Context: an optimization exercise on an open-source flow, tuned for small area, a short achievable clock period and few clock cycles. The choices shown serve that exercise and are no tape-out recipe. No run shown here included a check of the RTL's function; only the layout flow was run. Power and IR drop assume default switching activity.

==> design/flow/design.v <==
module RISC15(clk, proc_rst, mem_addr, mem_wdata, mem_write_n, mem_rdata, halted);
	input  wire        clk, proc_rst;
	output wire [15:0] mem_addr;
	output wire [15:0] mem_wdata;
	output wire        mem_write_n;
	input  wire [15:0] mem_rdata;
	output reg         halted;
	reg  [15:0] MA;         
	reg  [15:0] fa;         
	reg         fetching;   
	reg         rv;         
	reg  [15:0] IR;         
	reg  [7:0]  sa, sb;     
	reg         iv;         
	reg  [15:0] pcX;        
	reg         nj;         
	reg         lport;      
	reg  [2:0]  ldr_p;
	reg         ldp;        
	reg  [2:0]  ldr_w;
	reg         wn;
	reg  [15:0] wd;
	reg         rst_q;      
	reg  [15:0] R [0:6];
	assign mem_addr    = MA;
	assign mem_wdata   = wd;
	assign mem_write_n = wn;
	wire [3:0]  op = IR[15:12];
	wire [2:0]  ra = IR[11:9], rb = IR[8:6], rc = IR[5:3];
	wire [15:0] simm = {{10{IR[5]}}, IR[5:0]};
	wire is_add = op == 4'b0000;
	wire is_adi = op == 4'b0001;
	wire is_ndu = op == 4'b0010;
	wire is_lhi = op == 4'b0011;
	wire is_lw  = op == 4'b0100;
	wire is_sw  = op == 4'b0101;
	wire is_jlr = op == 4'b1001;
	wire is_beq = op == 4'b1100;
	wire is_hlt = op == 4'b1010 || op == 4'b1011 || op == 4'b1101 || op == 4'b1110 || op == 4'b1111;
	reg [15:0] va, vb;
	integer k;
	always @* begin
		va = sa[7] ? pcX : 16'd0;
		vb = sb[7] ? pcX : 16'd0;
		for (k = 0; k < 7; k = k + 1) begin
			va = va | (sa[k] ? R[k] : 16'd0);
			vb = vb | (sb[k] ? R[k] : 16'd0);
		end
	end
	wire ra_chk = is_add | is_ndu | is_adi | is_sw | is_beq | is_lhi | is_jlr;
	wire rb_chk = is_add | is_ndu | is_adi | is_sw | is_beq | is_lw | is_jlr;
	wire rc_chk = is_add | is_ndu;
	wire dep = lport & iv & ((ra_chk & ra == ldr_p) | (rb_chk & rb == ldr_p) | (rc_chk & rc == ldr_p));
	wire run = iv & ~ldp & ~dep & ~is_hlt;
	wire [15:0] sum   = vb + (is_add ? va : simm);
	wire [15:0] btgt  = pcX + simm;
	wire [15:0] pc1   = pcX + 16'd1;
	wire        eq    = va == vb;
	wire jump   = run & ((is_beq & eq) | (is_jlr & (ra != rb)));
	wire [15:0] target = is_beq ? btgt : vb;
	wire memop  = run & (is_lw | is_sw);
	wire rewind = dep & rv;
	wire ld_ir  = rv & (~iv | run);
	wire [15:0] nf = fetching ? MA + 16'd1 : fa;
	wire        wr_x = run & (is_add | is_ndu | is_adi | is_lhi | is_jlr);
	wire [2:0]  wa   = ldp ? ldr_w : (is_add | is_ndu) ? rc : ra;
	wire        s_sum = ~rst_q & ~ldp & (is_add | is_adi);
	wire        s_ndu = ~rst_q & ~ldp & is_ndu;
	wire        s_lhi = ~rst_q & ~ldp & is_lhi;
	wire        s_jlr = ~rst_q & ~ldp & is_jlr;
	wire        s_ld  = ~rst_q & ldp;
	wire [15:0] wdat = ({16{s_sum}} & sum) | ({16{s_ndu}} & ~(va & vb)) |
	                   ({16{s_lhi}} & {IR[8:0], 7'd0}) | ({16{s_jlr}} & pc1) |
	                   ({16{s_ld}} & mem_rdata);
	wire        we   = wr_x | ldp;
	integer i;
	always @(posedge clk)
		for (i = 0; i < 7; i = i + 1)
			if (rst_q || (we && wa == i)) R[i] <= wdat;
	wire [15:0] ir_in = (mem_rdata[15:12] == 4'b0001) ?
	                    {mem_rdata[15:12], mem_rdata[8:6], mem_rdata[11:9], mem_rdata[5:0]} : mem_rdata;
	always @(posedge clk) begin
		wd <= va;
		fa <= nf;
		ldr_p <= ra;
		ldr_w <= ldr_p;
		rst_q <= ~proc_rst;
		if (ld_ir) begin
			IR <= ir_in;
			sa <= 8'd1 << ir_in[11:9];
			sb <= 8'd1 << ir_in[8:6];
		end
		if (~proc_rst) begin
			MA <= 16'd0;
			fetching <= 1'b1;
			rv <= 1'b0;
			iv <= 1'b0;
			pcX <= 16'd0;
			nj <= 1'b1;
			lport <= 1'b0;
			ldp <= 1'b0;
			wn <= 1'b1;
			halted <= 1'b0;
		end else begin
			MA <= jump ? target : memop ? sum : rewind ? pc1 : nf;
			fetching <= ~memop;
			rv <= fetching & ~jump;
			iv <= jump ? 1'b0 : ld_ir ? 1'b1 : run ? 1'b0 : iv;
			if (jump) begin pcX <= target; nj <= 1'b1; end
			else if (ld_ir) begin pcX <= nj ? pcX : pc1; nj <= 1'b0; end
			lport <= run & is_lw;
			ldp <= lport;
			wn <= ~(run & is_sw);
			halted <= halted | (iv & is_hlt);
		end
	end
endmodule
==> design/flow/run.sh <==
#!/bin/bash
# synth_recipe.tcl (not shown) runs the flow's synth.tcl, then flattens the netlist and writes it again
# the make line also repeats each setting of config.mk as NAME=value (left out here)
make -C /OpenROAD-flow-scripts/flow DESIGN_CONFIG=/design/flow/config.mk WORK_HOME=/design/flow/orfs CLKGATE_MAP_FILE= SYNTH_SCRIPT=/design/flow/synth_recipe.tcl finish
==> design/flow/config.mk <==
export PLATFORM = sky130hd
export DESIGN_NAME = RISC15
export DESIGN_NICKNAME = RISC15
export VERILOG_FILES = /design/flow/design.v
export SDC_FILE = /design/flow/constraint.sdc
export NUM_CORES = 4
export LEC_CHECK = 0
export ABC_AREA = 1
export CAP_MARGIN = 20
export CORE_MARGIN = 2
export CORE_UTILIZATION = 40
export SETUP_SLACK_MARGIN = 5
export SLEW_MARGIN = 20
==> design/flow/constraint.sdc <==
create_clock -name core_clock -period 10.0 [get_ports {clk}]
set_input_delay 2.0000 -clock core_clock [delete_from_list [all_inputs] [get_ports {clk}]]
set_output_delay 2.0000 -clock core_clock [all_outputs]
set_load 0.01 [all_outputs]
==> results.yml, run 1 <==
status:
  status: "timing/DRC/antenna clean"
clocking:
  clk_pin_slew_worst_paths_ns: 0.08
  htree_levels: 1
  cts_resized: 0
  cts_buffers: 25
  cts_root_buf: "clkbuf_16"
  hold_buffers: 0
  post_cts_buffers: 0
  clock_latency_ns: 0.56
  cts_max_path_buffers: 3
  tritoncts: "yes"
  clock-sinks: 223
global_route:
  grt_max_degree: 36
  grt_use_met2_pct: 45.1
  grt_pass1_vias: 10846
  use_met1_pct: 37.1
  grt_pass1_wl_mm: 68.0
  grt_use_total_pct: 27.4
  antenna_found_initial: 0
  grt-busiest-layer: "met2"
  grt_util_met3_pct: 3.71
  globalRouteOverflowTotal: 0
route:
  vias: 11509
  ant_nets: 0
  avgRoutedWirePerCell_um: 22.5
  drtIter0Drc: 1596
  drc: 0
  vias_per_cell: 5.63
  drt_pass1_iterations: 6
  totalWireLength_mm: 46.0
timing:
  skew_ns: 0.0280
  finalSetupViolations: 0
  hold_viol: 0
  slew_headroom_pct: 21.8
  grt_setup_unrepaired: "no"
  drv_slew: 0
  period_share_pct: 45.7
  setup_tns_ns: 0
  fmax_mhz: 219
  worst_slew_pin_slew_ns: 1.16
  min_period_ns: 4.57
final_layout:
  fillers: 3150
  area_growth_pct: 13.5
  multiInputGateArea_um2: 5990
  final_nets: 1686
  drive_above_1_share_pct: 4.88
  num_antenna_cells: 0
  postLayoutCellArea_um2: 14400
  regArea_um2: 5910
yosys:
  yosysTopAreaCell: "edfxtp_1"
  ys_warn_count: 2
  synth_cell_types: 48
  synth_top_area_share_pct: 34.1
  ys.flop_type: "edfxtp_1"
  ys_ff_latch: 223
  synth_edf_count: 144
  async_flop_share_pct: 0
  syn_area_per_cell_um2: 7.99
  ys_top_cells_by_area: "edfxtp_1 (34%), nand2_1 (16%), dfxtp_1 (12%)"
  yosys-top-cells-count: "nand2_1 (545), edfxtp_1 (144), inv_1 (143)"
  synthCells: 1588
  ys_seq_area_share_pct: 46.5
  syn_area_um2: 12700
  syn_nets: 1652
  synth_most_common_cell: "nand2_1"
worst_hold_path:
  hold_class: "reg2reg"
setup_path:
  startpoint: "sa[7]$_SDFFCE_PN0P_"
  cp_slowest_cell: "edfxtp_1"
  crit_path_max_incr_delay_ns: 0.53
  setup.worst_path.class: "reg2reg"
  required_ns: 10.43
  worst-r2r-setup-slack_ns: 5.43
  r2r-start: "sa[7]$_SDFFCE_PN0P_"
  path_cells: "inv_1 -> o22ai_1 -> a221oi_1 -> nand3_1 -> a21oi_1 -> o21ai_0 -> ha_1 -> nor4_1 -> nand3_1 -> nor2_1 -> nand3_1 -> nand2_1 -> nand3_4 -> nand2_1 -> inv_2 -> and2_1 -> nand2_1 -> nand2_1"
  arrival_ns: 5.00
  path_common_cell: "nand2_1"
  ff2ff_path_depth: 18
  crit_path_end: "MA[15]$_SDFF_PN0_"
  start_kind: "register"
  cp-end-kind: "register"
  crit_fanout: 35
  timing.rr.end: "MA[15]$_SDFF_PN0_"
power_and_ir_drop:
  ir_drop_mv: 0.134
  p_per_area_nw_per_um2: 180
  p_leak_nw: 6.17
placed_design:
  portBuffers: 51
  place_area_um2: 13500
  gp_congestion: 0.989
  detailed_place_hpwl_mm: 34.3
floorplan:
  core_um2: 31400
  die_x_um: 182
  ios: 52
  row_count: 65
  initial_utilization_pct: 40.4
  dieArea_um2: 33200
  die_y_um: 182
job:
  drv_cap: 0
## state kept, by name, indices dropped and copies added (netlist names), 3 cells and up
name,count
wd,16
fa,16
ldr_p,3
pcX,16
IR,16
MA,16
R,112
ldr_w,3
sa,8
sb,8
## cell usage in the layout (no fill, tap or decap), types with 7 or more instances in the layout
| cell | synthesis | routed |
|---|---|---|
| xor2_1 | 36 | 36 |
| xnor2_1 | 12 | 12 |
| o21ai_0 | 82 | 75 |
| o21ai_1 | 3 | 9 |
| buf_4 | 2 | 9 |
| o211ai_1 | 7 | 7 |
| clkdlybuf4s50_1 | 0 | 51 |
| clkbuf_16 | 0 | 25 |
| nor2_1 | 111 | 110 |
| edfxtp_1 | 144 | 144 |
| a221oi_1 | 45 | 45 |
| nor3_1 | 20 | 20 |
| a21oi_1 | 48 | 48 |
| inv_1 | 143 | 143 |
| o2111ai_1 | 7 | 7 |
| nand4_1 | 21 | 21 |
| inv_2 | 8 | 8 |
| nand3_1 | 103 | 103 |
| o22ai_1 | 13 | 13 |
| nand2_1 | 545 | 545 |
| ha_1 | 44 | 44 |
| dfxtp_1 | 79 | 79 |
## through the flow
stage / power (mW) / cells / hold WS (ns) / worst slack [ns] / utilization (%)
after floorplan: 1.43 / 1588 / 0.396 / 6.87 / -
after global placement: 1.63 / 1997 / 0.413 / 5.59 / 43.1
after detailed placement: 1.63 / 1997 / 0.419 / 5.59 / 43.1
after CTS: 2.59 / 2043 / 0.427 / 5.53 / 45.9
after global routing: 2.69 / 2043 / 0.435 / 5.20 / 45.9
final: 2.59 / 2043 / 0.428 / 5.43 / 45.9
## report_power, final
part	internal (mW)	switching, mW	leakage, nW
combinational	0.166	0.325	3.63
sequential	1.06	0.0778	2.12
clock	0.578	0.386	0.424
total	1.80	0.789	6.17
## cells by family after synthesis
| group | share of synthesized area, % |
|---|---|
| AND/OR/NAND/NOR | 27.3 |
| AO/OA/AOI/OAI | 11.8 |
| flip-flops | 46.5 |
| buffers and inverters | 6.34 |
| XOR/XNOR | 3.31 |
| adder cells (fa/ha/maj) | 4.65 |
## worst min path at each step
stage / startpoint / end / slack, ns / cells after the start
after floorplan: ldr_p[0]$_DFF_P_ / ldr_w[0]$_DFF_P_ / 0.40 / 0
after global placement: ldr_p[0]$_DFF_P_ / ldr_w[0]$_DFF_P_ / 0.41 / 0
after detailed placement: ldr_p[2]$_DFF_P_ / ldr_w[2]$_DFF_P_ / 0.42 / 0
after CTS: ldr_p[2]$_DFF_P_ / ldr_w[2]$_DFF_P_ / 0.43 / 0
after global routing: ldr_p[2]$_DFF_P_ / ldr_w[2]$_DFF_P_ / 0.44 / 0
final: lport$_SDFF_PN0_ / ldp$_SDFF_PN0_ / 0.43 / 2
## cell type report
type,count,area share (%)
multi-input combinational,1160,41.5
sequential,223,41.0
clock buffer,35,4.95
timing repair buffer,60,4.01
inverter,152,3.96
tap,402,3.49
clock inverter,11,1.04
## metal layers
layer | part of all wire [%] | up-vias
met4 | 4.0 | 0
met5 | 0 | -
met2 | 46 | 542
met1 | 42 | 5415
li1 | - | 5440
met3 | 7.9 | 112
## critical path: cells and delay by family (launching register included)
kind	cells	cell delay, ns
and+or+nand+nor	11	2.10
AOI/OAI and AO/OA	4	0.80
buffers and inverters	2	0.59
DFF	1	0.53
adders and majority gates	1	0.39
==> run 2, diff against run 1 <==
==> design/flow/flow/run.sh (new file) <==
#!/bin/bash
# Standard layout (the standard.sh), with repair aiming for a larger setup margin.
bash standard.sh SETUP_SLACK_MARGIN=6 finish > standard.log 2>&1
==> design/flow/standard.sh (new file) <==
#!/bin/bash
# synth_recipe.tcl (not shown) runs the flow's synth.tcl, then flattens the netlist and writes it again
# the make line also repeats each setting of config.mk as NAME=value (left out here)
make -C /OpenROAD-flow-scripts/flow DESIGN_CONFIG=/design/flow/config.mk WORK_HOME=/design/flow/orfs CLKGATE_MAP_FILE= SYNTH_SCRIPT=/design/flow/synth_recipe.tcl "${@:-finish}"
removed: design/flow/run.sh
==> run 2 against run 1 <==
Compared with the run above: cell count is 2.2% higher; largest power group unchanged; synthesized area stayed put; sequential cell count stayed put; highest routed layer unchanged.
==> results.yml, run 2 <==
yosys:
  syn_area_um2: 12700
  ys_warn_count: 2
  synth_cell_types: 48
  ys_ff_latch: 223
  synthCells: 1588
  ys_seq_area_share_pct: 46.5
  ys.flop_type: "edfxtp_1"
  syn_nets: 1652
  syn_area_per_cell_um2: 7.99
  synth_top_area_share_pct: 34.1
  synth_most_common_cell: "nand2_1"
  async_flop_share_pct: 0
  yosys-top-cells-count: "nand2_1 (545), edfxtp_1 (144), inv_1 (143)"
  ys_top_cells_by_area: "edfxtp_1 (34%), nand2_1 (16%), dfxtp_1 (12%)"
  yosysTopAreaCell: "edfxtp_1"
  synth_edf_count: 144
setup_path:
  crit_path_max_incr_delay_ns: 0.74
  path_cells: "nand2_1 -> o21ai_0 -> a221oi_1 -> nand2_1 -> ha_1 -> nor2_1 -> nand2_1 -> nor2_1 -> nand3_1 -> nand2_1 -> nand3_4 -> nand2_4 -> inv_2 -> and2_1 -> nand2_1 -> nand2_1"
  crit_cells: 16
  ff2ff_path_depth: 16
  required_ns: 10.43
  start_kind: "register"
  cp-end-kind: "register"
  cp.buffers_inverters: 1
  setup.worst_path.class: "reg2reg"
  crit_fanout: 16
  arrival_ns: 4.31
  crit_family: "simple AND/OR/NAND/NOR gates"
  path_common_cell: "nand2_1"
  cp_slowest_cell: "edfxtp_1"
floorplan:
  core_um2: 31400
  die_x_um: 182
  ios: 52
  die_y_um: 182
  dieArea_um2: 33200
  row_count: 65
  initial_utilization_pct: 40.4
worst_hold_path:
  hold_depth: 2
  hold_class: "reg2reg"
route:
  avgRoutedWirePerCell_um: 22.3
  vias_per_cell: 5.67
  ant_nets: 0
  drt_pass1_iterations: 5
  drtIter0Drc: 1605
  totalWireLength_mm: 46.6
  vias: 11829
  drc: 0
global_route:
  grt_pass1_wl_mm: 68.6
  grt_pass1_vias: 10969
  grt_max_degree: 34
  globalRouteOverflowTotal: 0
  antenna_found_initial: 0
  grt_use_total_pct: 27.7
timing:
  fmax_mhz: 258
  skew_ns: 0.0257
  min_period_ns: 3.88
  finalSetupViolations: 0
  hold_viol: 0
  period_share_pct: 38.8
  drv_slew: 0
  worst_slew_pin_slew_ns: 0.984
  setup_tns_ns: 0
  timing.final.ws_setup_ns: 6.12
  slew_headroom_pct: 34.1
  grt_setup_unrepaired: "no"
power_and_ir_drop:
  switchingPower_uw: 796
  power_frac_comb_pct: 20.3
  pwr-share-seq_pct: 42.8
  intPower_mw: 1.82
  p_leak_nw: 6.41
  swShare_pct: 30.4
  ir_drop_mv: 0.144
  clkPwrFrac_pct: 36.9
  p_per_area_nw_per_um2: 176
final_layout:
  final_common_cell: "nand2_1"
  num_antenna_cells: 0
  final_nets: 1731
  postLayoutCellArea_um2: 14800
  area_growth_pct: 16.9
  drive_above_1_share_pct: 7.95
  final_cell_mix: "nand2_1 (543), edfxtp_1 (144), inv_1 (141)"
  top_register: "R"
  largest_register_ffs: 112
placed_design:
  detailed_place_hpwl_mm: 34.3
  place_area_um2: 13500
  portBuffers: 51
  dp_slack_ns: 5.59
  gp_congestion: 0.989
clocking:
  hold_buffers: 0
  clk_pin_slew_worst_paths_ns: 0.06
  htree_levels: 1
  tritoncts: "yes"
  clock-sinks: 223
  cts_root_buf: "clkbuf_16"
  cts_buffers: 25
  clock_latency_ns: 0.56
  cts_max_path_buffers: 3
job:
  drv_cap: 0
status:
  status: "timing/DRC/antenna clean"
[run 2: cell types whose count changed in the layout (fill, tap and decap cells not counted), moves of 2 or more]
cell     previous run  this run
nand3_2             5         7
nand2_1           545       543
buf_12              0         4
o21ai_0            75        72
inv_1             143       141
o21ai_1             9        11
buf_4               9        49
[run 2: worst reg2reg max path, delay by kind of cell (launching register included)]
family	cells	cell delay, ns
fa+ha+maj	1	0.33
flops	1	0.74
simple gates	12	1.97
buf+inv	1	0.14
compound gates	2	0.58
[run 2: worst paths after layout]
path              slack, ns                 to           startpoint
setup / recovery       6.12  MA[15]$_SDFF_PN0_  sb[4]$_SDFFCE_PN0P_
hold / removal         0.43     ldp$_SDFF_PN0_     lport$_SDFF_PN0_
setup reg to reg       6.12  MA[15]$_SDFF_PN0_  sb[4]$_SDFFCE_PN0P_
hold reg to reg        0.43     ldp$_SDFF_PN0_     lport$_SDFF_PN0_
[run 2: power groups by stage]
| stage | logic [mW] | clock network [mW] | registers (mW) |
|---|---|---|---|
| after global placement | 0.474 | 0 | 1.15 |
| after global routing | 0.580 | 1.02 | 1.12 |
| after detailed placement | 0.477 | 0 | 1.15 |
| final | 0.532 | 0.964 | 1.12 |
| after floorplan | 0.313 | 0 | 1.11 |
| after CTS | 0.486 | 0.977 | 1.13 |
[run 2: logic make-up after synthesis]
kind of cell,count (synthesis),synth area share [%]
buf+inv,205,6.34
xor+xnor,48,3.31
simple gates,829,27.3
flops,223,46.5
fa+ha+maj,46,4.65
compound gates,237,11.8
[run 2: final cells by class]
cell class              instances  area, um^2
fillers                      3116       16600
multi-input cells            1161        6020
clock inverters                11         150
repair buffers                104         961
clock buffers                  35         713
well taps                     402         503
flip-flops and latches        223        5910
inverters                     152         582
[run 2: layer usage]
layer | vias to the layer above | GRT usage, % | wire, um
met5 | - | 0 | 0
met1 | 5546 | 37.2 | 19000
li1 | 5538 | - | -
met3 | 119 | 3.97 | 4130
met4 | 0 | 10.6 | 1920
met2 | 626 | 45.3 | 21600
[run 2: repair_timing]
action | 4_1_cts | 5_1_grt
buffers inserted | 6 | 38
hold endpoints to repair | 0 | 0
setup endpoints to repair | 49 | 124
cloned | 1 | 0
pin swaps | 1 | 1
resized for setup | 4 | 13
[run 2: per-stage QoR]
stage / instances / hold WS (ns) / utilization (%) / total power [mW]
2_1_floorplan: 1588 / 0.396 / - / 1.43
3_5_place_dp: 1997 / 0.419 / 43.1 / 1.63
3_3_place_gp: 1997 / 0.413 / 43.1 / 1.63
5_1_grt: 2088 / 0.435 / 47.3 / 2.72
4_1_cts: 2050 / 0.427 / 46.1 / 2.59
6_report: 2088 / 0.428 / 47.3 / 2.61
==> run 3, diff against run 2 <==
--- a/design/flow/design.v
+++ b/design/flow/design.v
@@ -38,4 +38,48 @@
 	wire is_beq = op == 4'b1100;
 	wire is_hlt = op == 4'b1010 || op == 4'b1011 || op == 4'b1101 || op == 4'b1110 || op == 4'b1111;
+	function [15:0] add16;
+		input [15:0] a, b;
+		reg   [15:0] g, p, gg, pp, g2, p2;
+		integer l, j;
+		begin
+			g = a & b; p = a ^ b;
+			gg = g; pp = p;
+			for (l = 0; l < 4; l = l + 1) begin
+				g2 = gg; p2 = pp;
+				for (j = 0; j < 16; j = j + 1)
+					if (j[l]) begin
+						g2[j] = gg[j] | (pp[j] & gg[((j >> l) << l) - 1]);
+						p2[j] = pp[j] & pp[((j >> l) << l) - 1];
+					end
+				gg = g2; pp = p2;
+			end
+			add16 = p ^ {gg[14:0], 1'b0};
+		end
+	endfunction
+	function [15:0] inc16;
+		input [15:0] a;
+		reg   [15:0] pp, p2;
+		integer l, j;
+		begin
+			pp = a;
+			for (l = 0; l < 4; l = l + 1) begin
+				p2 = pp;
+				for (j = 0; j < 16; j = j + 1)
+					if (j[l]) p2[j] = pp[j] & pp[((j >> l) << l) - 1];
+				pp = p2;
+			end
+			inc16 = a ^ {pp[14:0], 1'b1};
+		end
+	endfunction
+	function [15:0] addimm;
+		input [15:0] a;
+		input [5:0]  imm;
+		reg   [15:0] b;
+		reg   [15:0] s;
+		begin
+			b = {{10{imm[5]}}, imm};
+			addimm = add16(a, b);
+		end
+	endfunction
 	reg [15:0] va, vb;
 	integer k;
@@ -53,7 +97,7 @@
 	wire dep = lport & iv & ((ra_chk & ra == ldr_p) | (rb_chk & rb == ldr_p) | (rc_chk & rc == ldr_p));
 	wire run = iv & ~ldp & ~dep & ~is_hlt;
-	wire [15:0] sum   = vb + (is_add ? va : simm);
-	wire [15:0] btgt  = pcX + simm;
-	wire [15:0] pc1   = pcX + 16'd1;
+	wire [15:0] sum   = add16(vb, is_add ? va : simm);
+	wire [15:0] btgt  = addimm(pcX, IR[5:0]);
+	wire [15:0] pc1   = inc16(pcX);
 	wire        eq    = va == vb;
 	wire jump   = run & ((is_beq & eq) | (is_jlr & (ra != rb)));
@@ -62,5 +106,5 @@
 	wire rewind = dep & rv;
 	wire ld_ir  = rv & (~iv | run);
-	wire [15:0] nf = fetching ? MA + 16'd1 : fa;
+	wire [15:0] nf = fetching ? inc16(MA) : fa;
 	wire        wr_x = run & (is_add | is_ndu | is_adi | is_lhi | is_jlr);
 	wire [2:0]  wa   = ldp ? ldr_w : (is_add | is_ndu) ? rc : ra;
==> design/flow/flow/run.sh (replaced) <==
#!/bin/bash
# Standard layout (the standard.sh), with repair aiming for a larger setup margin.
bash standard.sh SETUP_SLACK_MARGIN=7 finish > standard.log 2>&1
==> run 3 against run 2 <==
Compared with the run above: via count down 4.7%; cell count down 2.6%; critical path depth up 1; worst setup slack better by 0.50 ns; still clean on timing, DRC and antenna; synthesized cell count down 7.6%; combinational power up 21%; sequential cell count unchanged; synthesized area down 2.9%; clock skew down 0.012 ns.
==> results.yml, run 3 <==
status:
  status: "timing/DRC/antenna clean"
global_route:
  grt_util_met3_pct: 3.83
  grt_max_degree: 33
  grt-busiest-layer: "met2"
  globalRouteOverflowTotal: 0
  grt_use_total_pct: 24.6
  antenna_found_initial: 0
  grt_use_met2_pct: 39.9
  use_met1_pct: 33.3
  grt_pass1_vias: 10641
  grt_pass1_wl_mm: 62.1
yosys:
  ys_top_cells_by_area: "edfxtp_1 (35%), nand2_1 (15%), dfxtp_1 (13%)"
  yosys-top-cells-count: "nand2_1 (489), edfxtp_1 (144), inv_1 (135)"
  syn_area_per_cell_um2: 8.40
  async_flop_share_pct: 0
  synth_top_area_share_pct: 35.1
  ys.flop_type: "edfxtp_1"
  synthCells: 1467
  synth_edf_count: 144
  synth_most_common_cell: "nand2_1"
  synth_cell_types: 50
  yosysTopAreaCell: "edfxtp_1"
  ys_warn_count: 2
  syn_area_um2: 12300
  syn_nets: 1545
  ys_ff_latch: 223
  ys_seq_area_share_pct: 48.0
setup_path:
  timing.rr.end: "R[3][8]$_DFFE_PP_"
  crit_fanout: 7
  required_ns: 10.23
  worst-r2r-setup-slack_ns: 6.62
  crit_family: "compound AO/OA/AOI/OAI gates"
  cp.buffers_inverters: 5
  arrival_ns: 3.62
  start_kind: "register"
  path_common_cell: "buf_6"
  setup.worst_path.class: "reg2reg"
  r2r-start: "sa[1]$_SDFFCE_PP0P_"
  cp_slowest_cell: "fa_2"
  crit_path_max_incr_delay_ns: 0.48
  path_cells: "buf_6 -> buf_6 -> nand2_1 -> o211ai_1 -> a221oi_1 -> nand4_1 -> buf_4 -> o21ai_2 -> inv_1 -> ha_4 -> nand2_2 -> inv_2 -> nand3_2 -> nand3_4 -> fa_2 -> a21oi_4 -> o221ai_4"
  ff2ff_path_depth: 17
  cp-end-kind: "register"
clocking:
  cts_buffers: 24
  tritoncts: "yes"
  cts_max_path_buffers: 3
  cts_root_buf: "clkbuf_16"
  clock_latency_ns: 0.53
  clock-sinks: 223
  clk_pin_slew_worst_paths_ns: 0.06
  htree_levels: 1
placed_design:
  gp_congestion: 0.937
  portBuffers: 51
  place_area_um2: 13200
  post-place-cells: 1872
  dp_slack_ns: 5.58
  detailed_place_hpwl_mm: 27.9
final_layout:
  area_growth_pct: 26.0
  final_cell_mix: "nand2_1 (482), edfxtp_1 (144), inv_1 (126)"
  postLayoutCellArea_um2: 15500
  num_antenna_cells: 0
  top_register: "R"
  final_nets: 1697
  regArea_um2: 5930
  fillers: 2818
  largest_register_ffs: 112
  layout.cells.non_filler: 2033
  multiInputGateArea_um2: 6270
  drive_above_1_share_pct: 20.3
  final_common_cell: "nand2_1"
timing:
  min_period_ns: 3.38
  finalSetupViolations: 0
  timing.final.ws_setup_ns: 6.62
  drv_slew: 0
  period_share_pct: 33.8
  skew_ns: 0.0137
  setup_tns_ns: 0
  hold_viol: 0
  grt_setup_unrepaired: "yes"
  worst_slew_pin_slew_ns: 1.16
  fmax_mhz: 296
  slew_headroom_pct: 22.4
route:
  ant_nets: 0
  avgRoutedWirePerCell_um: 20.3
  drtIter0Drc: 1195
  drt_pass1_iterations: 7
  vias: 11270
  vias_per_cell: 5.54
  drc: 0
  totalWireLength_mm: 41.2
floorplan:
  die_y_um: 179
  die_x_um: 179
  dieArea_um2: 32200
  ios: 52
  core_um2: 30400
  initial_utilization_pct: 40.5
  row_count: 64
worst_hold_path:
  hold_class: "reg2reg"
  holdPathEnd: "ldr_w[2]$_DFF_P_"
  hold_depth: 0
  min-delay-start: "ldr_p[2]$_DFF_P_"
power_and_ir_drop:
  power_mw: 2.60
  p_per_area_nw_per_um2: 167
  clkPwrFrac_pct: 32.8
  pwr-share-seq_pct: 42.5
  intPower_mw: 1.80
  power_frac_comb_pct: 24.7
  swShare_pct: 30.6
  switchingPower_uw: 794
  p_leak_nw: 6.81
  ir_drop_mv: 0.110
job:
  drv_cap: 0
-- run 3: worst max path at each step --
| stage | startpoint | end | slack [ns] | cells past startpoint |
|---|---|---|---|---|
| 3_3_place_gp | proc_rst | MA[0]$_SDFF_PN0_ | 5.63 | 5 |
| 6_report | sa[1]$_SDFFCE_PP0P_ | R[3][8]$_DFFE_PP_ | 6.62 | 17 |
| 4_1_cts | sa[1]$_SDFFCE_PP0P_ | R[0][8]$_DFFE_PP_ | 6.75 | 16 |
| 3_5_place_dp | proc_rst | pcX[0]$_SDFFE_PN0P_ | 5.58 | 5 |
| 5_1_grt | sa[5]$_SDFFCE_PN0P_ | R[6][15]$_DFFE_PP_ | 6.44 | 16 |
| 2_1_floorplan | IR[5]$_DFFE_PP_ | R[0][0]$_DFFE_PP_ | 6.89 | 8 |
-- run 3: cells by family after synthesis --
| kind of cell | Yosys count | synth area share, % |
|---|---|---|
| AO/OA/AOI/OAI | 221 | 11.4 |
| flip-flops | 223 | 48.0 |
| AND/OR/NAND/NOR | 732 | 25.1 |
| XOR/XNOR | 36 | 2.56 |
| adder cells (fa/ha/maj) | 60 | 6.58 |
| buffers and inverters | 195 | 6.46 |
-- run 3: worst reg2reg max path, stage by stage (launching register included) --
cell and delay, ns:
edfxtp_1 0.46, buf_6 0.19, buf_6 0.12, nand2_1 0.04, o211ai_1 0.09, a221oi_1 0.23, nand4_1 0.16, buf_4 0.18
o21ai_2 0.10, inv_1 0.07, ha_4 0.29, nand2_2 0.06, inv_2 0.07, nand3_2 0.08, nand3_4 0.10, fa_2 0.48
a21oi_4 0.20, o221ai_4 0.17
-- run 3: layer usage --
metal | share of wire (%) | vias up | wire length [um]
li1 | - | 5282 | -
met1 | 41 | 5307 | 16900
met2 | 45 | 572 | 18700
met3 | 9.4 | 109 | 3880
met4 | 4.2 | 0 | 1720
met5 | 0 | - | 0
-- run 3: layout make-up --
type,instances,area share [%]
clock inverter,10,0.306
inverter,140,3.55
sequential,223,38.2
timing repair inverter,1,0.0403
clock buffer,34,4.53
tap,396,3.19
timing repair buffer,178,9.73
multi-input combinational,1051,40.4
-- run 3: metrics by stage --
step           util [%]  hold slack [ns]
3_3_place_gp       43.5            0.421
4_1_cts            49.9            0.430
6_report           51.0            0.432
2_1_floorplan         -            0.389
5_1_grt            51.0            0.445
3_5_place_dp       43.5            0.423
-- run 3: power by group through the flow --
| stage | combinational (mW) | clock, mW | sequential (mW) |
|---|---|---|---|
| 6_report | 0.642 | 0.851 | 1.10 |
| 5_1_grt | 0.690 | 0.895 | 1.11 |
| 3_5_place_dp | 0.451 | 0 | 1.15 |
| 4_1_cts | 0.586 | 0.864 | 1.10 |
| 2_1_floorplan | 0.305 | 0 | 1.12 |
| 3_3_place_gp | 0.447 | 0 | 1.15 |
-- run 3: timing repair --
item                                    4_1_cts  5_1_grt
pin swaps                                    29       33
endpoints found under the setup margin      200      271
resized for setup                           256       51
hold buffers                                  0        0
cloned                                        3        1
setup buffers                               102       11
==> run 4, diff against run 3 <==
==> design/flow/flow/run.sh (replaced) <==
#!/bin/bash
# Standard layout (the standard.sh), with repair aiming for a larger setup margin.
bash standard.sh SETUP_SLACK_MARGIN=6 finish > standard.log 2>&1
==> run 4 against run 3 <==
Compared with the run above: clock-buffer cell count rose by 2; combinational power fell by 22%; synthesized cell count did not move; cell area fell by 6.6%; utilization fell by 3.4 points; critical path depth fell by 4; largest cell class is now registers; highest routed layer unchanged; sequential share of layout area rose by 2.5 points; still clean; worst setup slack got worse by 0.45 ns; fmax fell by 12%; synthesized area did not move; sequential power barely moved; largest power group unchanged; via count fell by 5.1%.
==> results.yml, run 4 <==
yosys:
  synth_cell_types: 50
  syn_area_um2: 12300
  ys_top_cells_by_area: "edfxtp_1 (35%), nand2_1 (15%), dfxtp_1 (13%)"
  syn_area_per_cell_um2: 8.40
  yosys-top-cells-count: "nand2_1 (489), edfxtp_1 (144), inv_1 (135)"
  synth_most_common_cell: "nand2_1"
  yosysTopAreaCell: "edfxtp_1"
  async_flop_share_pct: 0
  ys_seq_area_share_pct: 48.0
  ys.flop_type: "edfxtp_1"
  ys_warn_count: 2
  synth_top_area_share_pct: 35.1
  synthCells: 1467
  ys_ff_latch: 223
  syn_nets: 1545
  synth_edf_count: 144
worst_hold_path:
  hold_class: "reg2reg"
  min-delay-start: "ldr_p[0]$_DFF_P_"
timing:
  drv_slew: 0
  slew_headroom_pct: 27.0
  grt_setup_unrepaired: "no"
  min_period_ns: 3.83
  period_share_pct: 38.3
  setup_tns_ns: 0
  finalSetupViolations: 0
  worst_slew_pin_slew_ns: 1.09
  fmax_mhz: 261
  hold_viol: 0
  timing.final.ws_setup_ns: 6.17
  skew_ns: 0.0270
route:
  vias: 10694
  avgRoutedWirePerCell_um: 19.7
  ant_nets: 0
  drc: 0
  totalWireLength_mm: 38.6
  drt_pass1_iterations: 6
  drtIter0Drc: 1141
  vias_per_cell: 5.45
power_and_ir_drop:
  p_per_area_nw_per_um2: 179
  ir_drop_mv: 0.109
  p_leak_nw: 6.32
clocking:
  clk_pin_slew_worst_paths_ns: 0.06
  clock-sinks: 223
  htree_levels: 1
  cts_max_path_buffers: 3
  cts_root_buf: "clkbuf_16"
  tritoncts: "yes"
  cts_buffers: 26
  hold_buffers: 0
  clock_latency_ns: 0.55
setup_path:
  crit_fanout: 10
  setup.worst_path.class: "reg2reg"
  crit_family: "compound AO/OA/AOI/OAI gates"
  arrival_ns: 3.99
  r2r-start: "sa[5]$_SDFFCE_PN0P_"
  path_cells: "buf_4 -> clkinvlp_4 -> o21ai_0 -> a221oi_1 -> nand2_1 -> nand2_1 -> o21ai_0 -> ha_1 -> nand3_1 -> nand2_1 -> fa_1 -> xnor2_1 -> o221ai_1"
  crit_path_max_incr_delay_ns: 0.44
  cp.buffers_inverters: 2
  cp-end-kind: "register"
  cp_slowest_cell: "fa_1"
  path_common_cell: "nand2_1"
  required_ns: 10.16
  startpoint: "sa[5]$_SDFFCE_PN0P_"
  start_kind: "register"
final_layout:
  final_cell_mix: "nand2_1 (488), edfxtp_1 (144), inv_1 (130)"
  fillers: 2899
  area_growth_pct: 17.7
  final_common_cell: "nand2_1"
  final_nets: 1622
  largest_register_ffs: 112
  multiInputGateArea_um2: 5680
  regArea_um2: 5910
  top_register: "R"
  drive_above_1_share_pct: 8.38
floorplan:
  ios: 52
  row_count: 64
  initial_utilization_pct: 40.5
  die_x_um: 179
  dieArea_um2: 32200
  die_y_um: 179
  core_um2: 30400
placed_design:
  gp_congestion: 0.943
  portBuffers: 51
  detailed_place_hpwl_mm: 27.7
  dp_slack_ns: 5.55
global_route:
  grt_max_degree: 32
  grt_pass1_wl_mm: 58.9
  grt_use_total_pct: 23.3
  grt_pass1_vias: 9984
  antenna_found_initial: 0
  globalRouteOverflowTotal: 0
job:
  drv_cap: 0
status:
  status: "timing/DRC/antenna clean"
==> run 4: cell counts after synthesis <==
Identical to the previous run, type by type.
==> run 4: through the flow <==
step	utilization, %	instances	area (um^2)	power, mW	hold slack (ns)
finish	47.7	1961	14500	2.59	0.424
global route	47.6	1960	14500	2.70	0.448
CTS	47.0	1950	14300	2.58	0.426
detailed placement	43.2	1873	13200	1.59	0.421
global placement	43.2	1873	13200	1.58	0.415
floorplan	-	1467	12300	1.41	0.389
==> run 4: final timing paths <==
kind,endpoint,slack [ns],cells past startpoint
worst min-delay path,ldr_w[0]$_DFF_P_,0.42,0
worst min register to register,ldr_w[0]$_DFF_P_,0.42,0
worst max-delay path,R[3][5]$_DFFE_PP_,6.17,13
worst max register to register,R[3][5]$_DFFE_PP_,6.17,13
==> run 4: kinds of logic (layout without fill, tap and decap cells) <==
family / count (synthesis) / count (layout) / synth area share, %
fa+ha+maj: 60 / 60 / 6.58
buf+inv: 195 / 291 / 6.46
other cells: 0 / 1 / 0
compound gates: 221 / 221 / 11.4
flops: 223 / 223 / 48.0
xor+xnor: 36 / 36 / 2.56
simple gates: 732 / 733 / 25.1
==> run 4: final cells by class <==
type	instances	area share, %
timing repair buffer	103	6.83
clock buffer	36	5.04
multi-input combinational	1050	39.1
clock inverter	12	1.10
inverter	140	3.73
antenna	1	0.0173
sequential	223	40.7
tap	396	3.42
==> run 4: what timing repair did <==
item                       in CTS  in global routing
buffers inserted               29                  9
gates cloned                    0                  1
resized for setup               4                 14
setup endpoints to repair      66                 96
pin swaps                       0                  2
==> run 4: routing by layer <==
metal  share of wire, %  vias up  routed length (um)  global-route usage, %
met4                3.1        0                1210                   7.97
li1                   -     5127                   -                      -
met2                 45      497               17500                   37.5
met1                 43     4984               16400                   31.8
met3                9.0       86                3490                   4.05
met5                  0        -                   0                      0
==> run 4: power breakdown <==
group	switching, mW	internal, mW	leakage (nW)
logic	0.322	0.181	3.77
clock network	0.391	0.592	0.434
registers	0.0445	1.06	2.12
==> run 5, diff against run 4 <==
--- a/design/flow/design.v
+++ b/design/flow/design.v
@@ -7,5 +7,4 @@
 	output reg         halted;
 	reg  [15:0] MA;         
-	reg  [15:0] fa;         
 	reg         fetching;   
 	reg         rv;         
@@ -13,4 +12,5 @@
 	reg  [7:0]  sa, sb;     
 	reg         iv;         
+	reg         d_add;      
 	reg  [15:0] pcX;        
 	reg         nj;         
@@ -96,6 +96,8 @@
 	wire rc_chk = is_add | is_ndu;
 	wire dep = lport & iv & ((ra_chk & ra == ldr_p) | (rb_chk & rb == ldr_p) | (rc_chk & rc == ldr_p));
-	wire run = iv & ~ldp & ~dep & ~is_hlt;
-	wire [15:0] sum   = add16(vb, is_add ? va : simm);
+	wire wr_op  = is_add | is_ndu | is_adi | is_lhi | is_jlr;
+	wire wstall = ldp & (wr_op | ((is_sw | is_beq) & ra == ldr_w) | ((is_sw | is_beq | is_lw) & rb == ldr_w));
+	wire run = iv & ~wstall & ~dep & ~is_hlt;
+	wire [15:0] sum   = add16(vb, d_add ? va : simm);
 	wire [15:0] btgt  = addimm(pcX, IR[5:0]);
 	wire [15:0] pc1   = inc16(pcX);
@@ -106,6 +108,9 @@
 	wire rewind = dep & rv;
 	wire ld_ir  = rv & (~iv | run);
-	wire [15:0] nf = fetching ? inc16(MA) : fa;
-	wire        wr_x = run & (is_add | is_ndu | is_adi | is_lhi | is_jlr);
+	wire [1:0]  nk = {1'b0, ~nj} + {1'b0, rv} + {1'b0, fetching};
+	wire [2:0]  nlo = {1'b0, pcX[1:0]} + {1'b0, nk};
+	wire [13:0] nhi = inc16({2'b00, pcX[15:2]});
+	wire [15:0] nf = {nlo[2] ? nhi : pcX[15:2], nlo[1:0]};
+	wire        wr_x = run & wr_op;
 	wire [2:0]  wa   = ldp ? ldr_w : (is_add | is_ndu) ? rc : ra;
 	wire        s_sum = ~rst_q & ~ldp & (is_add | is_adi);
@@ -126,5 +131,4 @@
 	always @(posedge clk) begin
 		wd <= va;
-		fa <= nf;
 		ldr_p <= ra;
 		ldr_w <= ldr_p;
@@ -132,4 +136,5 @@
 		if (ld_ir) begin
 			IR <= ir_in;
+			d_add <= ir_in[15:12] == 4'b0000;
 			sa <= 8'd1 << ir_in[11:9];
 			sb <= 8'd1 << ir_in[8:6];
==> run 5 against run 4 <==
Compared with the run above: still clean on timing, DRC and antenna; synthesized area decreased by 3.9%; worst setup slack worse by 0.11 ns; via count fell by 1.9%; non-clock buffer count decreased by 1; combinational power is 1% higher; cell count down 4.4%; hold slack lost 0.0076 ns; critical path depth is 1 higher; critical path type unchanged; critical endpoint is now R[6][8]$_DFFE_PP_.
==> results.yml, run 5 <==
status:
  status: "timing/DRC/antenna clean"
global_route:
  grt_pass1_vias: 9526
  antenna_found_initial: 0
  grt_pass1_wl_mm: 58.6
  globalRouteOverflowTotal: 0
  grt_use_total_pct: 25.2
  grt_max_degree: 35
placed_design:
  dp_slack_ns: 5.36
  portBuffers: 51
  place_area_um2: 12700
  detailed_place_hpwl_mm: 28.4
  gp_congestion: 0.930
floorplan:
  initial_utilization_pct: 40.9
  die_x_um: 176
  die_y_um: 176
  ios: 52
  core_um2: 28900
  row_count: 62
  dieArea_um2: 31000
yosys:
  synthCells: 1395
  ys.flop_type: "edfxtp_1"
  synth_edf_count: 145
  yosys-top-cells-count: "nand2_1 (438), edfxtp_1 (145), inv_1 (136)"
  ys_seq_area_share_pct: 47.4
  ys_warn_count: 2
  synth_cell_types: 43
  synth_most_common_cell: "nand2_1"
  async_flop_share_pct: 0
  ys_ff_latch: 208
  syn_area_per_cell_um2: 8.49
  ys_top_cells_by_area: "edfxtp_1 (37%), nand2_1 (14%), dfxtp_1 (11%)"
  yosysTopAreaCell: "edfxtp_1"
  syn_nets: 1476
  syn_area_um2: 11800
  synth_top_area_share_pct: 36.8
timing:
  fmax_mhz: 254
  holdWs_ns: 0.417
  worst_slew_pin_slew_ns: 1.09
  grt_setup_unrepaired: "no"
  period_share_pct: 39.3
  timing.final.ws_setup_ns: 6.07
  drv_slew: 0
  hold_viol: 0
  slew_headroom_pct: 26.7
  skew_ns: 0.0171
  min_period_ns: 3.93
  finalSetupViolations: 0
  setup_tns_ns: 0
final_layout:
  top_register: "R"
  final_common_cell: "nand2_1"
  area_growth_pct: 18.1
  final_cell_mix: "nand2_1 (437), edfxtp_1 (145), inv_1 (133)"
  postLayoutCellArea_um2: 14000
  final_nets: 1553
  num_antenna_cells: 0
  drive_above_1_share_pct: 9.05
  largest_register_ffs: 112
clocking:
  cts_max_path_buffers: 3
  clk_pin_slew_worst_paths_ns: 0.06
  htree_levels: 1
  clock_latency_ns: 0.54
  tritoncts: "yes"
  cts_root_buf: "clkbuf_16"
  hold_buffers: 0
  cts_buffers: 25
  clock-sinks: 208
setup_path:
  required_ns: 10.23
  arrival_ns: 4.17
  r2r-start: "sa[5]$_SDFFCE_PN0P_"
  startpoint: "sa[5]$_SDFFCE_PN0P_"
  start_kind: "register"
  cp-end-kind: "register"
  crit_fanout: 15
  setup.worst_path.class: "reg2reg"
route:
  avgRoutedWirePerCell_um: 21.4
  ant_nets: 0
  vias: 10488
  totalWireLength_mm: 40.1
  drt_pass1_iterations: 6
  drc: 0
  drtIter0Drc: 1282
  vias_per_cell: 5.59
power_and_ir_drop:
  intPower_mw: 1.74
  power_frac_comb_pct: 20.5
  clkPwrFrac_pct: 37.2
  swShare_pct: 30.1
  p_per_area_nw_per_um2: 177
  p_leak_nw: 6.05
  power_mw: 2.48
  ir_drop_mv: 0.0816
  pwr-share-seq_pct: 42.3
  switchingPower_uw: 747
job:
  drv_cap: 0
worst_hold_path:
  hold_class: "reg2reg"
  min-delay-start: "ldr_p[2]$_DFF_P_"
[run 5: routing by layer]
layer / vias up / GRT usage, % / share of wire (%)
li1: 4903 / - / -
met1: 4977 / 35.4 / 42
met2: 510 / 39.3 / 45
met3: 98 / 3.51 / 8.8
met4: 0 / 9.99 / 3.8
met5: - / 0 / 0
[run 5: cells by family after synthesis]
logic type,count (synthesis),synth area share [%]
AO/OA/AOI/OAI,242,12.9
XOR/XNOR,47,3.48
adder cells (fa/ha/maj),63,7.29
buffers and inverters,197,6.57
flip-flops,208,47.4
AND/OR/NAND/NOR,638,22.4
[run 5: area by class of cell]
cell class,instances,area (um^2)
Inverter,143,541
Clock buffer,29,661
Timing Repair Buffer,102,943
Clock inverter,17,174
Fill cell,2716,14900
Multi-Input combinational cell,992,5570
Sequential cell,208,5620
Tap cell,384,480
[run 5: worst max-delay path: stages, from the launching register on]
cell	delay [ns]
edfxtp_1	0.90
inv_1	0.16
o2111ai_1	0.55
nand2_1	0.09
o21ai_0	0.14
ha_1	0.28
nand3_1	0.10
nand2_2	0.10
nand3_2	0.10
nand3_4	0.12
fa_1	0.50
inv_1	0.09
o22ai_1	0.11
a21oi_2	0.20
o221ai_4	0.18
[run 5: worst paths after layout]
| path | end | slack (ns) | cells after the start |
|---|---|---|---|
| setup / recovery | R[6][8]$_DFFE_PP_ | 6.07 | 14 |
| hold / removal | ldr_w[2]$_DFF_P_ | 0.42 | 0 |
| setup reg to reg | R[6][8]$_DFFE_PP_ | 6.07 | 14 |
| hold reg to reg | ldr_w[2]$_DFF_P_ | 0.42 | 0 |
[run 5: repair_timing]
| item | in CTS | in global routing |
|---|---|---|
| gates resized for setup | 6 | 16 |
| setup buffers | 10 | 22 |
| pin swaps | 0 | 5 |
| setup endpoints to repair | 91 | 108 |
| cloned | 0 | 2 |
[run 5: power groups by stage]
| stage | logic [mW] | registers, mW | clock network, mW |
|---|---|---|---|
| after floorplan | 0.296 | 1.05 | 0 |
| after global placement | 0.451 | 1.08 | 0 |
| after detailed placement | 0.453 | 1.08 | 0 |
| after CTS | 0.468 | 1.06 | 0.933 |
| after global routing | 0.554 | 1.06 | 0.972 |
| final | 0.509 | 1.05 | 0.923 |
[run 5: through the flow]
| stage | util [%] | cells |
|---|---|---|
| after detailed placement | 44.0 | 1795 |
| after global placement | 44.0 | 1795 |
| after floorplan | - | 1395 |
| after CTS | 47.3 | 1851 |
| after global routing | 48.3 | 1875 |
| final | 48.3 | 1875 |

==> re-timing with driven ports <==
How much do the figures lean on ideal ports? The routed layouts below were timed once more, with nothing changed but the port constraints.
Step 1, drivers: a clkbuf_16 drives clk and a buf_2 each remaining input, both assumed.
Step 2 adds t to the input delays and takes it off the output delays; t is the mean of the earliest and latest rising clock arrival at the registers after step 1. Input paths then give back, and output paths get back, about the clock's delay inside the block.
Slacks: ideal / step 1 / step 2; pairs: ideal / step 1.
run | t (ns) | slack for setup (ns) | hold slack, ns | cell pins on the clock port's net
run 1 | 0.602 | 5.426 / 5.426 / 5.426 | 0.428 / 0.428 / 0.428 | 1
run 2 | 0.602 | 6.122 / 6.122 / 5.861 | 0.428 / 0.428 / 0.428 | 1
run 3 | 0.571 | 6.618 / 6.618 / 6.320 | 0.432 / 0.432 / 0.432 | 1
run 4 | 0.587 | 6.172 / 6.172 / 5.850 | 0.424 / 0.424 / 0.424 | 1
run 5 | 0.578 | 6.065 / 6.065 / 5.738 | 0.417 / 0.417 / 0.417 | 1
After both steps every run listed still meets setup and hold. For run 5, which loses most, drivers alone change the setup slack by 0.000 ns; drivers and shift together by -0.327 ns.
